From an optimization exercise on the open Yosys and OpenROAD flow, aimed at small area and a short achievable clock period; shortcuts taken in it are not production practice. The RTL was checked by simulation tests, not by an equivalence proof against the original design. Power is estimated from default activity; no workload was simulated.

## flow/design.v (module list and top-level ports; edited modules follow where they fit)
// module rv32i_c_inv: 3 lines
// module rv32i_c_nand2: 3 lines
// module rv32i_c_nand3: 3 lines
// module rv32i_c_nand4: 3 lines
// module rv32i_c_nor2: 3 lines
// module rv32i_c_nor3: 3 lines
// module rv32i_c_nor4: 3 lines
// module rv32i_c_nor2b: 3 lines
// module rv32i_c_nand2b: 3 lines
// module rv32i_c_a21oi: 3 lines
// module rv32i_c_o21ai: 3 lines
// module rv32i_c_a22oi: 3 lines
// module rv32i_c_a222oi: 3 lines
// module rv32i_c_xor2: 3 lines
// module rv32i_c_xnor2: 3 lines
// module rv32i_c_mux2i: 3 lines
// module rv32i_c_or2: 3 lines
// module rv32i_c_o2111ai: 3 lines
// module rv32i_rdport1: 871 lines
// module rv32i_rdport2: 873 lines
// module rv32i_add_alu: 547 lines
// module rv32i_add_jalr: 401 lines
// module rv32i_add_pc: 401 lines
// module rv32i_cmp: 210 lines
// module rv32i_shift: 293 lines
// module rv32i_wmux: 267 lines
// module rv32i_dec: 454 lines
// module rv32i_branch: 26 lines
// module rv32i_npc: 111 lines
// module rv32i_cpu: 162 lines
module rv32i_cpu (
    input  wire        clk,
    input  wire        rst_n,
    input  wire        calc_start,
    input  wire [31:0] gcd_a,
    input  wire [31:0] gcd_b,
    output wire [31:0] gcd_result,
    output wire [31:0] imem_addr,
    input  wire [31:0] imem_data
);
  // ...
==> flow/flow/run.sh <==
#!/bin/bash
# Layout flow: the standard synthesis, then every combinational cell is
# set to the smallest cell of its family (the synthesis maps many small
# hierarchical blocks and sizes their outputs for a generic load), then the
# standard flow from floorplan on, whose timing repair sizes cells up again
# where the timing needs it.  Port buffers are plain buffers.
set -euo pipefail
W=$(pwd)
bash standard.sh synth > "$W/log_synth.txt" 2>&1
ODB=$W/orfs/results/$FLOW_PLATFORM/rv32i_cpu/base/1_synth.odb
OR=$(command -v openroad || echo /OpenROAD-flow-scripts/tools/install/OpenROAD/bin/openroad)
ODB=$ODB "$OR" -no_splash -exit "$W/flow/downsize.tcl" > "$W/log_downsize.txt" 2>&1
# port buffers: a plain buffer (the default pick is a slow delay cell); the
# timing repair sizes them up where needed
bash standard.sh "BUFFER_PORTS_ARGS=-buffer_cell sky130_fd_sc_hd__buf_2" finish > "$W/log_finish.txt" 2>&1
==> flow/flow/downsize.tcl <==
# Set every combinational standard cell to the smallest cell of its family
# (same function and pins, drive strength suffix _N); at equal area take the
# stronger one.  Flip-flops keep the cell synthesis gave them.
# The read-select decoder (nets u_dec.*) drives the whole register file: its
# predecode gates get drive 4 and its final gates drive 2.
read_db $::env(ODB)
set db [ord::get_db]
set block [ord::get_db_block]
set n 0
proc out_net {inst} {
  foreach it [$inst getITerms] {
    if {[$it isOutputSignal] && [$it getNet] ne "NULL"} { return [[$it getNet] getName] }
  }
  return ""
}
foreach inst [$block getInsts] {
  set m [$inst getMaster]
  set name [$m getName]
  if {![regexp {^(sky130_fd_sc_hd__[a-z0-9]+)_([0-9]+)$} $name -> base sz]} { continue }
  if {[regexp {__(df|dl|sdf|edf|sedf|conb|tap|fill|decap|clk)} $base]} { continue }
  set want 0
  if {[string match "u_dec.*" [out_net $inst]]} {
    if {[regexp {__(nor2|nor3)$} $base]} { set want 2 } else { set want 4 }
  }
  set best ""
  set bw 0
  foreach s {0 1 2 3 4 6 8 12 16} {
    if {$s < $want} { continue }
    set c [$db findMaster "${base}_$s"]
    if {$c eq "NULL"} { continue }
    set w [$c getWidth]
    if {$best eq "" || $w < $bw || ($w == $bw && $s > [regsub {.*_} [$best getName] {}])} {
      set best $c
      set bw $w
    }
  }
  if {$best ne "" && $best ne $m} {
    $inst swapMaster $best
    incr n
  }
}
puts "downsize: swapped $n instances"
write_db $::env(ODB)
==> flow/standard.sh <==
#!/bin/bash
# synth_recipe.tcl (not shown) runs the flow's synth.tcl, then flattens the netlist and writes it again
# the make line also repeats each setting of config.mk as NAME=value (left out here)
make -C /OpenROAD-flow-scripts/flow DESIGN_CONFIG=/design/flow/config.mk WORK_HOME=/design/flow/orfs CLKGATE_MAP_FILE= SYNTH_SCRIPT=/design/flow/synth_recipe.tcl "${@:-finish}"
==> flow/config.mk <==
export PLATFORM = sky130hd
export DESIGN_NAME = rv32i_cpu
export DESIGN_NICKNAME = rv32i_cpu
export VERILOG_FILES = /design/flow/design.v
export SDC_FILE = /design/flow/constraint.sdc
export NUM_CORES = 4
export LEC_CHECK = 0
export CAP_MARGIN = 20
export CORE_MARGIN = 2
export CORE_UTILIZATION = 30
export PLACE_DENSITY = 0.75
export SETUP_SLACK_MARGIN = 4.5
export SLEW_MARGIN = 20
export SYNTH_HIERARCHICAL = 1
export TNS_END_PERCENT = 10
==> flow/constraint.sdc <==
create_clock -name core_clock -period 10.0 [get_ports {clk}]
set_input_delay 2.0000 -clock core_clock [delete_from_list [all_inputs] [get_ports {clk}]]
set_output_delay 2.0000 -clock core_clock [all_outputs]
set_load 0.01 [all_outputs]
==> flow_metrics.tcl, run 1 <==
set metrics [dict create \
    status "no timing/DRC/antenna violations" \
    buffer_area_share_pct 7.12 \
    cp-start-kind "input pin" \
    diodes 2 \
    dp_hpwl_um 180000 \
    cts_root_buf "clkbuf_16" \
    grt_overflow 0 \
    cp_top_family "simple AND/OR/NAND/NOR gates" \
    grt_max_degree 73 \
    switching_share_pct 30.0 \
    netlist_area_um2 55700 \
    setup_ws_ns 4.17 \
    pre_cts_slack_ns 1.70 \
    rows 158 \
    boundaryPins 163 \
    dieArea_um2 189000 \
    coreArea_um2 185000 \
    final-seq-area_um2 29000 \
    tightest_slew_ns 1.16 \
    post-route-util_pct 37.8 \
    dr_wl_met3_um 34800 \
    crit_chain "buf_2 -> inv_4 -> nand3_4 -> nor3_4 -> a22oi_1 -> nand4_1 -> nor4_2 -> buf_4 -> mux2i_1 -> mux2i_4 -> mux2i_1 -> mux2i_1 -> buf_4 -> mux2i_1 -> mux2i_1 -> inv_2 -> a22oi_2 -> nand3_1 -> nand2_1 -> nand2_1" \
    use_met3_pct 8.88 \
    worstPathArrival_ns 6.51 \
    finalPower_w 0.0110 \
    final_design_area_no_fill_um2 69900 \
    cts_hold_buffers 0 \
    path_clk_slew_ns 0.06 \
    tap_cells 2480 \
    dieHeight_um 435 \
    intPower_w 0.00770 \
    clock_buffers 123 \
    reg2reg_depth 23 \
    slew_headroom_pct 22.3 \
    place.gp.congestion 1.03 \
    multi_input_area_share_pct 41.0 \
    syn_avg_cell_area_um2 10.8 \
    setup_viol 0 \
    p_clk_w 0.00414 \
    reg_top3 "gen.gen_store.q (864), wb_d (32), x10_q (32)" \
    worstPathMaxFanout 16 \
    first_global_vias 48900 \
]
==> inputs of run 2 (changes only) <==
--- a/flow/config.mk
+++ b/flow/config.mk
@@ -10,4 +10,3 @@
 export CORE_UTILIZATION = 30
-export PLACE_DENSITY = 0.75
-export SETUP_SLACK_MARGIN = 4.5
+export SETUP_SLACK_MARGIN = 3.5
 export SLEW_MARGIN = 20
==> flow_metrics.tcl, run 2 <==
set metrics [dict create \
    synthToLayoutAreaGrowth_pct 18.6 \
    rr_endpoint "pc_q[28]$_DFF_PN0_" \
    worst-r2r-setup-slack_ns 3.56 \
    nNetsFinal 5500 \
    cts_buffer_depth 3 \
    worstPathArrival_ns 7.18 \
    clock.fmax_mhz 152 \
    finalCritPeriodShare_pct 65.6 \
    final_cell_mix "a22oi_1 (1,032), edfxtp_1 (864), nand2_1 (475)" \
    slew_headroom_pct 19.2 \
    final_design_area_no_fill_um2 66100 \
    htree_levels 3 \
    coreArea_um2 185000 \
    syn_inst 5137 \
    setup_viol 0 \
    fin_crit_ns 6.56 \
    initial_core_util_pct 30.1 \
    cts_tree "built" \
    final_common_cell "a22oi_1" \
    reg2reg_depth 21 \
    boundaryPins 163 \
    timing.setup.tns_ns 0 \
    largest_register_ffs 864 \
    dp_hpwl_um 189000 \
    drv_cap 0 \
    ant_nets 0 \
    min_from "gen_reg[19].gen_store.v$_DFFE_PN0P_" \
    tightest_slew_ns 1.20 \
    place_area_um2 61100 \
    powerDensity_nw_per_um2 164 \
    hold_path_depth 1 \
    finalPower_w 0.0108 \
    slew_violations 0 \
    critPathKind "input pin to flip-flop" \
    ys_warn_count 7 \
    drive_gt1_share_pct 20.0 \
    die_x_um 435 \
    cts_root_buf "clkbuf_16" \
    netlist_area_um2 55700 \
    grt_max_degree 66 \
    vias 49800 \
    rsz0062_at_grt "yes" \
    place.gp.congestion 1.06 \
    wl_per_cell_um 33.2 \
    vias_per_cell 6.25 \
    totalWireLength_um 265000 \
    status "no timing/DRC/antenna violations" \
    critPathRequiredTime_ns 10.62 \
    first_global_vias 47100 \
    dr.pass1.iters 10 \
    track_usage_pct 26.9 \
    reg_top3 "gen.gen_store.q (864), wb_d (32), x10_q (32)" \
    route.detailed.drc 0 \
    cp-start-kind "input pin" \
    syn_avg_cell_area_um2 10.8 \
    max-vdd-ir-drop_mv 0.135 \
    antenna_found_initial 9 \
    drt-initial-drc-count 8274 \
    clk_latency_ns 0.78 \
    min_delay_worst_endpoint "gen_reg[19].gen_store.v$_DFFE_PN0P_" \
    cts_sinks 992 \
    top_register "gen.gen_store.q" \
    hp-class "flip-flop to flip-flop" \
    worstPathMaxFanout 12 \
    post-route-util_pct 35.7 \
    grt_pass1_wl_um 366000 \
    rows 158 \
    nFillCells 18300 \
    grt_overflow 0 \
    dieArea_um2 189000 \
    dieHeight_um 435 \
    regToRegStartpoint "wb_rd[3]$_DFF_P_" \
    io_buffers 161 \
    fin_skew_ns 0.0595 \
    path_clk_slew_ns 0.06 \
    cts_buffers 106 \
    cp-end-kind "flip-flop" \
    power.leakage_nw 22.5 \
    hold_viol_final 0 \
]
-- run 2: power by group --
group | total [W] | internal, W | switching [W]
Combinational | 0.00189 | 0.000589 | 0.00130
Clock | 0.00406 | 0.00228 | 0.00178
Sequential | 0.00485 | 0.00465 | 0.000208
-- run 2: layer usage --
| layer | share of wire (%) | vias up | track usage, % |
|---|---|---|---|
| met5 | 0.063 | - | 0 |
| met4 | 6.5 | 10 | 14.9 |
| met3 | 11 | 722 | 7.14 |
| met2 | 44 | 3509 | 41.1 |
| met1 | 39 | 24800 | 34.6 |
| li1 | - | 20800 | - |
-- run 2: repair_timing --
item | 4_1_cts | 5_1_grt
endpoints found under the setup margin | 95 | 84
hold buffers | 0 | 0
pin swaps | 4 | 7
buffers inserted | 11 | 8
gates resized for setup | 113 | 87
-- run 2: metrics by stage --
stage	hold WS (ns)	std cells	worst slack, ns
6_report	0.460	7977	3.44
5_1_grt	0.472	7968	3.47
4_1_cts	0.463	7957	3.49
3_5_place_dp	0.445	7751	1.37
3_3_place_gp	0.440	7744	1.17
2_1_floorplan	0.425	5139	3.54
-- run 2: critical path: stages --
cell     delay [ns]
buf_2          0.46
buf_4          0.53
nand3_4        0.18
nor3_1         1.02
a22oi_1        0.21
nand4_1        0.27
nor4_1         0.14
buf_4          0.19
xnor2_1        0.13
nand2_1        0.08
nor4_1         0.36
nand2_1        0.17
or2_2          0.44
a22oi_1        0.23
nand3_2        0.35
mux2i_1        0.29
o21ai_1        0.10
-- run 2: how the worst max path moves through the flow --
stage,startpoint,end,slack [ns],cells after the start
finish,imem_data[17],pc_q[28]$_DFF_PN0_,3.44,17
global route,imem_data[3],x10_q[30]$_DFF_PN0_,3.47,23
CTS,imem_data[15],pc_q[28]$_DFF_PN0_,3.49,17
detailed placement,imem_data[3],pc_q[28]$_DFF_PN0_,1.37,18
global placement,imem_data[3],pc_q[29]$_DFF_PN0_,1.17,18
floorplan,imem_data[6],x10_q[0]$_DFF_PN0_,3.54,17
-- run 2: area by class of cell --
| type | instances | area, µm² | share of cell area [%] |
|---|---|---|---|
| tap | 2480 | 3100 | 4.70 |
| timing repair buffer | 424 | 2920 | 4.41 |
| inverter | 114 | 541 | 0.818 |
| antenna | 10 | 25.0 | 0.0379 |
| multi-input combinational | 3762 | 27000 | 40.8 |
| clock inverter | 75 | 776 | 1.17 |
| clock buffer | 120 | 2750 | 4.16 |
| sequential | 992 | 29000 | 43.9 |

afterwards: timing with drivers on the ports:
How much do the figures lean on ideal ports? The routed layouts below were timed once more, with nothing changed but the port constraints.
Step 1 (the two cells are an assumption about what drives the block):
set clk [get_ports {clk}]
set_driving_cell -lib_cell sky130_fd_sc_hd__clkbuf_16 $clk
set_driving_cell -lib_cell sky130_fd_sc_hd__buf_2 [delete_from_list [all_inputs] $clk]
Step 2 times the ports against the registers' clock, not the clock port: input delays grow and output delays shrink by t, the midpoint of the rising clock arrivals with the driver on.
Slacks: no drivers / after step 1 / after step 2; pairs: no drivers / after step 1.
| run | t (ns) | setup WS [ns] | worst setup path at the end | worst register clock-pin slew, ns |
|---|---|---|---|---|
| run 1 | 0.810 | 4.174 / 4.235 / 3.424 | input to register | 0.07 / 0.07 |
| run 2 | 0.832 | 3.439 / 3.493 / 2.661 | input to register | 0.07 / 0.07 |
After both steps setup and hold are still met in every run listed. The setup slack of run 2, which loses most, moves by +0.054 ns with the drivers and by -0.778 ns with both steps.
